From an optimization exercise on the open Yosys and OpenROAD flow, aimed at small area, a short achievable clock period and few clock cycles per item; shortcuts taken in it are not production practice. The RTL was checked by simulation tests, not by an equivalence proof against the original design. Power figures rest on the tool's default switching activity, not on a simulated workload.

Design seq_mult_16bit, start of the top module:
module seq_mult_16bit (
    input  wire         clk,
    input  wire         rst_n,
    input  wire         start,
    input  wire [15:0]  a_in,
    input  wire [15:0]  b_in,
    output wire [31:0]  p_out,
    output reg          done
);
Size: ~770 cells after synthesis, about 62 flip-flops, roughly 68 I/O pins, ~7400 sq um of cells after synthesis.
clock: 4.5 ns
lec_check: 0
abc_area: 1
cap_margin: 20
core_margin: 2
core_utilization: 55
cts_buf_list: sky130_fd_sc_hd__clkbuf_4 sky130_fd_sc_hd__clkbuf_8
cts_cluster_diameter: 100
cts_cluster_size: 32
setup_slack_margin: 0.9
slew_margin: 20
standard.sh (not shown) runs the stock make flow with config.mk's settings and CLKGATE_MAP_FILE= SYNTH_SCRIPT=/design/flow/synth_recipe.tcl, a recipe that flattens the netlist after the stock synthesis.
==> flow/flow/run.sh <==
#!/bin/bash
set -euo pipefail
cd "$(dirname "$0")/.."
GRT_SETUP_MARGIN=0.6
bash standard.sh \
  "BUFFER_PORTS_ARGS=-buffer_cell sky130_fd_sc_hd__buf_2" \
  "SYNTH_ARGS=-noabc" \
  cts > flow_make_cts.log 2>&1
bash standard.sh \
  "BUFFER_PORTS_ARGS=-buffer_cell sky130_fd_sc_hd__buf_2" \
  "SYNTH_ARGS=-noabc" \
  "SETUP_SLACK_MARGIN=$GRT_SETUP_MARGIN" \
  finish > flow_make.log 2>&1
The starting point finished with timing, DRC and antenna clean.
Testbench counts at the start, summed over its fixed seeds: cycles 2,400, items 2,400.
Next try:
==> flow/flow/run.sh (replaced) <==
#!/bin/bash
set -euo pipefail
cd "$(dirname "$0")/.."
bash standard.sh \
  "BUFFER_PORTS_ARGS=-buffer_cell sky130_fd_sc_hd__buf_2" \
  "SYNTH_ARGS=-noabc" \
  finish > flow_make.log 2>&1
Settings changed: CORE_UTILIZATION 55 to 65, CTS_BUF_LIST sky130_fd_sc_hd__clkbuf_4 sky130_fd_sc_hd__clkbuf_8 to default, CTS_CLUSTER_DIAMETER 100 to default, CTS_CLUSTER_SIZE 32 to default, SETUP_SLACK_MARGIN 0.9 to 1.0.
What happened: The new run finished with timing, DRC and antenna clean. Cell count decreases by a few percent. Flip-flop and latch count stays the same. Hold slack is better by 0.030 ns. Total power climbs by about a fifth. Die area decreases by about a fifth. Global-route usage came out higher by 3.8 points. Non-clock buffer count goes up by 9. Worst setup slack is better by 0.19 ns.

build 45:
Starting RTL as in the previous note.
==> flow/config.mk <==
export PLATFORM = sky130hd
export DESIGN_NAME = seq_mult_16bit
export DESIGN_NICKNAME = seq_mult_16bit
export VERILOG_FILES = /design/flow/design.v
export SDC_FILE = /design/flow/constraint.sdc
export NUM_CORES = 4
export LEC_CHECK = 0
export ABC_AREA = 1
export CAP_MARGIN = 20
export CORE_MARGIN = 2
export CORE_UTILIZATION = 65
export SETUP_SLACK_MARGIN = 0.8
export SLEW_MARGIN = 20
==> flow/constraint.sdc <==
create_clock -name core_clock -period 4.5 [get_ports {clk}]
set_input_delay 0.9000 -clock core_clock [delete_from_list [all_inputs] [get_ports {clk}]]
set_output_delay 0.9000 -clock core_clock [all_outputs]
set_load 0.01 [all_outputs]
==> flow/flow/run.sh <==
#!/bin/bash
set -euo pipefail
cd "$(dirname "$0")/.."
bash standard.sh \
  "BUFFER_PORTS_ARGS=-buffer_cell sky130_fd_sc_hd__buf_2" \
  "SYNTH_ARGS=-noabc" \
  finish > flow_make.log 2>&1
Build 45 closes out successfully: all stages finished, all timing, DRC and antenna checks passed.
Testbench counts of build 45, summed over its fixed seeds: cycles 2,400, items 2,400.
What build 63 does differently from build 45 at the input level:
- CORE_UTILIZATION now 55, was 65
- SETUP_SLACK_MARGIN now 1.0, was 0.8
--- a/flow/flow/run.sh
+++ b/flow/flow/run.sh
@@ -3,0 +4 @@
+GRT_SETUP_MARGIN=0.8
@@ -6,0 +8,5 @@
+  cts > flow_make_cts.log 2>&1
+bash standard.sh \
+  "BUFFER_PORTS_ARGS=-buffer_cell sky130_fd_sc_hd__buf_2" \
+  "SYNTH_ARGS=-noabc" \
+  "SETUP_SLACK_MARGIN=$GRT_SETUP_MARGIN" \
Notes after the runs:
Build 63 was carried through to the last stage, and its layout satisfied the timing, DRC and antenna checks. Build 63 vs. build 45: routed length on met2 has decreased; CTS clock-pin slew for the worst setup and hold paths has remained practically unchanged. Build 45 -> build 63: chip width increased by a little under 10%.
## Diff of input files: build 15 against build 63
- CORE_UTILIZATION: 55 -> 65
--- a/flow/flow/run.sh
+++ b/flow/flow/run.sh
@@ -4 +4 @@
-GRT_SETUP_MARGIN=0.8
+GRT_SETUP_MARGIN=0.6
==> notes.md <==
Mean routed wirelength per cell (build 15 vs. build 63) increases by a few percent
Summary of build 15 over build 63: tap cell count moved down, overall routing resource usage grew by 4.7 points, instance area after placement went down by 0.72%, full die area lost 15%, sequential cell count of the final layout flat.
Going from build 63 to build 15, worst setup slack after layout lost 0.045 ns, met1 layer usage reported by global route rose 7.4 points, count of clock-buffer cells in the layout lower, minimum clock period after layout increased 0.045 ns.
Build 15 reached the end of the flow, and the finished layout is clean on the timing, DRC and antenna checks.

## exp/delta
Starting RTL as in the previous note.
export LEC_CHECK = 0
export ABC_AREA = 1
export CAP_MARGIN = 20
export CORE_MARGIN = 2
export CORE_UTILIZATION = 55
export CTS_BUF_LIST = sky130_fd_sc_hd__clkbuf_4
export CTS_CLUSTER_DIAMETER = 200
export CTS_CLUSTER_SIZE = 64
export SETUP_SLACK_MARGIN = 1.0
export SLEW_MARGIN = 20
create_clock -name core_clock -period 4.5 [get_ports {clk}]
==> flow/flow/run.sh <==
#!/bin/bash
set -euo pipefail
cd "$(dirname "$0")/.."
GRT_SETUP_MARGIN=0.6
bash standard.sh \
  "BUFFER_PORTS_ARGS=-buffer_cell sky130_fd_sc_hd__buf_2" \
  "SYNTH_ARGS=-noabc" \
  cts > flow_make_cts.log 2>&1
bash standard.sh \
  "BUFFER_PORTS_ARGS=-buffer_cell sky130_fd_sc_hd__buf_2" \
  "SYNTH_ARGS=-noabc" \
  "SETUP_SLACK_MARGIN=$GRT_SETUP_MARGIN" \
  finish > flow_make.log 2>&1
Testbench counts of exp/delta, summed over its fixed seeds: cycles 2,400, items 2,400.
Here is what was changed in the inputs of exp/quartz compared with exp/delta.
# exp/delta
export LEC_CHECK = 0
export ABC_AREA = 1
export CAP_MARGIN = 20
export CORE_MARGIN = 2
export CORE_UTILIZATION = 55
export CTS_BUF_LIST = sky130_fd_sc_hd__clkbuf_4
export CTS_CLUSTER_DIAMETER = 200
export CTS_CLUSTER_SIZE = 64
export SETUP_SLACK_MARGIN = 1.0
export SLEW_MARGIN = 20
create_clock -name core_clock -period 4.5 [get_ports {clk}]
# exp/quartz
export LEC_CHECK = 0
export ABC_AREA = 1
export CAP_MARGIN = 20
export CORE_MARGIN = 2
export CORE_UTILIZATION = 65
export SETUP_SLACK_MARGIN = 0.6
export SLEW_MARGIN = 20
create_clock -name core_clock -period 4.5 [get_ports {clk}]
==> flow/flow/run.sh <==
#!/bin/bash
set -euo pipefail
cd "$(dirname "$0")/.."
bash standard.sh \
  "BUFFER_PORTS_ARGS=-buffer_cell sky130_fd_sc_hd__buf_2" \
  "SYNTH_ARGS=-noabc" \
  finish > flow_make.log 2>&1
==> notes.md <==
The flip-flop and latch area number comes out lower for exp/quartz vs exp/delta.
On routed wire length, the lower figure sits with exp/quartz, not exp/delta.
A launch point of the critical path of b_in[1] is what exp/delta shows, while b_in[13] belongs to exp/quartz.
Compare exp/delta and exp/quartz | clock buffer count higher: exp/quartz
In exp/quartz, the initial core utilization came out 9.6 points above the value in exp/delta.
exp/quartz: die boundary width 7.7% below exp/delta
What exp/maple does differently from exp/quartz at the input level:
# exp/quartz
export LEC_CHECK = 0
export ABC_AREA = 1
export CAP_MARGIN = 20
export CORE_MARGIN = 2
export CORE_UTILIZATION = 65
export SETUP_SLACK_MARGIN = 0.6
export SLEW_MARGIN = 20
create_clock -name core_clock -period 4.5 [get_ports {clk}]
# exp/maple
export LEC_CHECK = 0
export ABC_AREA = 1
export CAP_MARGIN = 20
export CORE_MARGIN = 2
export CORE_UTILIZATION = 45
export CTS_BUF_LIST = sky130_fd_sc_hd__clkbuf_4 sky130_fd_sc_hd__clkbuf_8
export CTS_CLUSTER_DIAMETER = 100
export CTS_CLUSTER_SIZE = 32
export SETUP_SLACK_MARGIN = 1.0
export SLEW_MARGIN = 20
create_clock -name core_clock -period 4.5 [get_ports {clk}]
-- flow/flow/run.sh --
<<< exp/quartz, line 4
>>> exp/maple, line 4
GRT_SETUP_MARGIN=0.6
<<< exp/quartz, line 7
>>> exp/maple, line 8
  cts > flow_make_cts.log 2>&1
bash standard.sh \
  "BUFFER_PORTS_ARGS=-buffer_cell sky130_fd_sc_hd__buf_2" \
  "SYNTH_ARGS=-noabc" \
  "SETUP_SLACK_MARGIN=$GRT_SETUP_MARGIN" \
Findings:
- Worst stage delay on the critical path delta for exp/maple relative to exp/quartz: 30 ps lower
- Against exp/quartz, half-perimeter wire length of the detailed placement result in exp/maple rose by a few percent.
- Looking only at portion of the clock cycle consumed by the worst path in the final layout, and setting everything else aside, the lower value of exp/maple and exp/quartz goes to exp/maple.
- What exp/quartz reported for die area has to be multiplied by 1.4 to get the figure for exp/maple.
- As of exp/maple, routed wire length had risen slightly compared to exp/quartz.
- Taking exp/quartz as the reference point, the total power after layout of exp/maple falls by 1.7%.
## Diff of input files: exp/umber against exp/maple
# exp/maple
export LEC_CHECK = 0
export ABC_AREA = 1
export CAP_MARGIN = 20
export CORE_MARGIN = 2
export CORE_UTILIZATION = 45
export CTS_BUF_LIST = sky130_fd_sc_hd__clkbuf_4 sky130_fd_sc_hd__clkbuf_8
export CTS_CLUSTER_DIAMETER = 100
export CTS_CLUSTER_SIZE = 32
export SETUP_SLACK_MARGIN = 1.0
export SLEW_MARGIN = 20
create_clock -name core_clock -period 4.5 [get_ports {clk}]
# exp/umber
export LEC_CHECK = 0
export ABC_AREA = 1
export CAP_MARGIN = 20
export CORE_MARGIN = 2
export CORE_UTILIZATION = 55
export CTS_BUF_LIST = sky130_fd_sc_hd__clkbuf_4 sky130_fd_sc_hd__clkbuf_8
export CTS_CLUSTER_DIAMETER = 100
export CTS_CLUSTER_SIZE = 32
export SETUP_SLACK_MARGIN = 1.0
export SLEW_MARGIN = 20
export TNS_END_PERCENT = 0
create_clock -name core_clock -period 4.5 [get_ports {clk}]
==> notes.md <==
Comparing exp/umber against exp/maple, there is no change at all in number of enable-type register cells in the synthesized netlist. The post-layout worst setup margin in exp/umber was lower than what exp/maple gave. On half-perimeter wire length after detailed placement: between exp/umber and exp/maple, it ends up higher for exp/umber. Compared to exp/maple, the routing of exp/umber uses more wire. The critical path endpoint comes out r1_q[15]$_DFF_P_ in one run and r1_q[20]$_DFF_P_ in the other, namely in exp/umber and exp/maple respectively. Looking at area occupied by multi-input gates, exp/umber sits above exp/maple. From exp/maple to exp/umber the numbers moved as follows: share of layout cells above drive strength 1 shows an increase of 1.8 points, via count shows an increase of 113. For the pin count of the biggest net entering global routing, exp/umber came in 1 higher than exp/maple did. Across both runs, internal power contribution was higher for exp/umber than for exp/maple.
Modified inputs, exp/tundra compared to exp/umber
# exp/umber
export LEC_CHECK = 0
export ABC_AREA = 1
export CAP_MARGIN = 20
export CORE_MARGIN = 2
export CORE_UTILIZATION = 55
export CTS_BUF_LIST = sky130_fd_sc_hd__clkbuf_4 sky130_fd_sc_hd__clkbuf_8
export CTS_CLUSTER_DIAMETER = 100
export CTS_CLUSTER_SIZE = 32
export SETUP_SLACK_MARGIN = 1.0
export SLEW_MARGIN = 20
export TNS_END_PERCENT = 0
create_clock -name core_clock -period 4.5 [get_ports {clk}]
# exp/tundra
export LEC_CHECK = 0
export ABC_AREA = 1
export CAP_MARGIN = 20
export CORE_MARGIN = 2
export CORE_UTILIZATION = 65
export CTS_BUF_LIST = sky130_fd_sc_hd__clkbuf_4 sky130_fd_sc_hd__clkbuf_8
export CTS_CLUSTER_DIAMETER = 100
export CTS_CLUSTER_SIZE = 32
export SETUP_SLACK_MARGIN = 1.0
export SLEW_MARGIN = 20
create_clock -name core_clock -period 4.5 [get_ports {clk}]
==> comparison <==
Compared to exp/umber, exp/tundra has starting utilization of the core area 9.6 points higher.
Number of buffers inserted by post-CTS setup repair delta for exp/tundra relative to exp/umber: 4 lower
exp/tundra — detailed route wirelength on metal2 3.1% lower, exp/umber as reference
Relative to exp/umber, the proportion of cell area spent on the clock network of exp/tundra is higher by 0.56 points.

[static timing again, ports no longer ideal]
How much do the figures lean on ideal ports? The routed layouts below were timed once more, with nothing changed but the port constraints. Step 1, drivers: a clkbuf_16 drives clk and a buf_2 each remaining input, both assumed. Step 2 times the ports against the registers' clock, not the clock port: input delays grow and output delays shrink by t, the midpoint of the rising clock arrivals with the driver on. a / b / c = ideal ports / drivers / drivers and shift; a / b = the first two.
run	t, ns	setup slack, ns	worst slew at a driven data input, ns
the first run of note 1	0.406	0.835 / 0.855 / 0.449	0.04
the second run of note 1	0.379	1.024 / 0.998 / 0.656	0.04
build 45	0.378	0.839 / 0.848 / 0.470	0.05
build 63	0.380	0.991 / 0.973 / 0.631	0.04
build 15	0.382	0.946 / 0.957 / 0.576	0.04
exp/delta	0.476	0.928 / 0.911 / 0.466	0.04
exp/quartz	0.384	0.696 / 0.721 / 0.337	0.04
exp/maple	0.405	0.942 / 0.942 / 0.550	0.04
exp/umber	0.404	0.925 / 0.934 / 0.530	0.03
exp/tundra	0.390	0.947 / 0.947 / 0.568	0.04
After both steps every run listed still meets setup and hold. The setup slack of exp/delta, which loses most, moves by -0.017 ns with the drivers and by -0.462 ns with both steps.
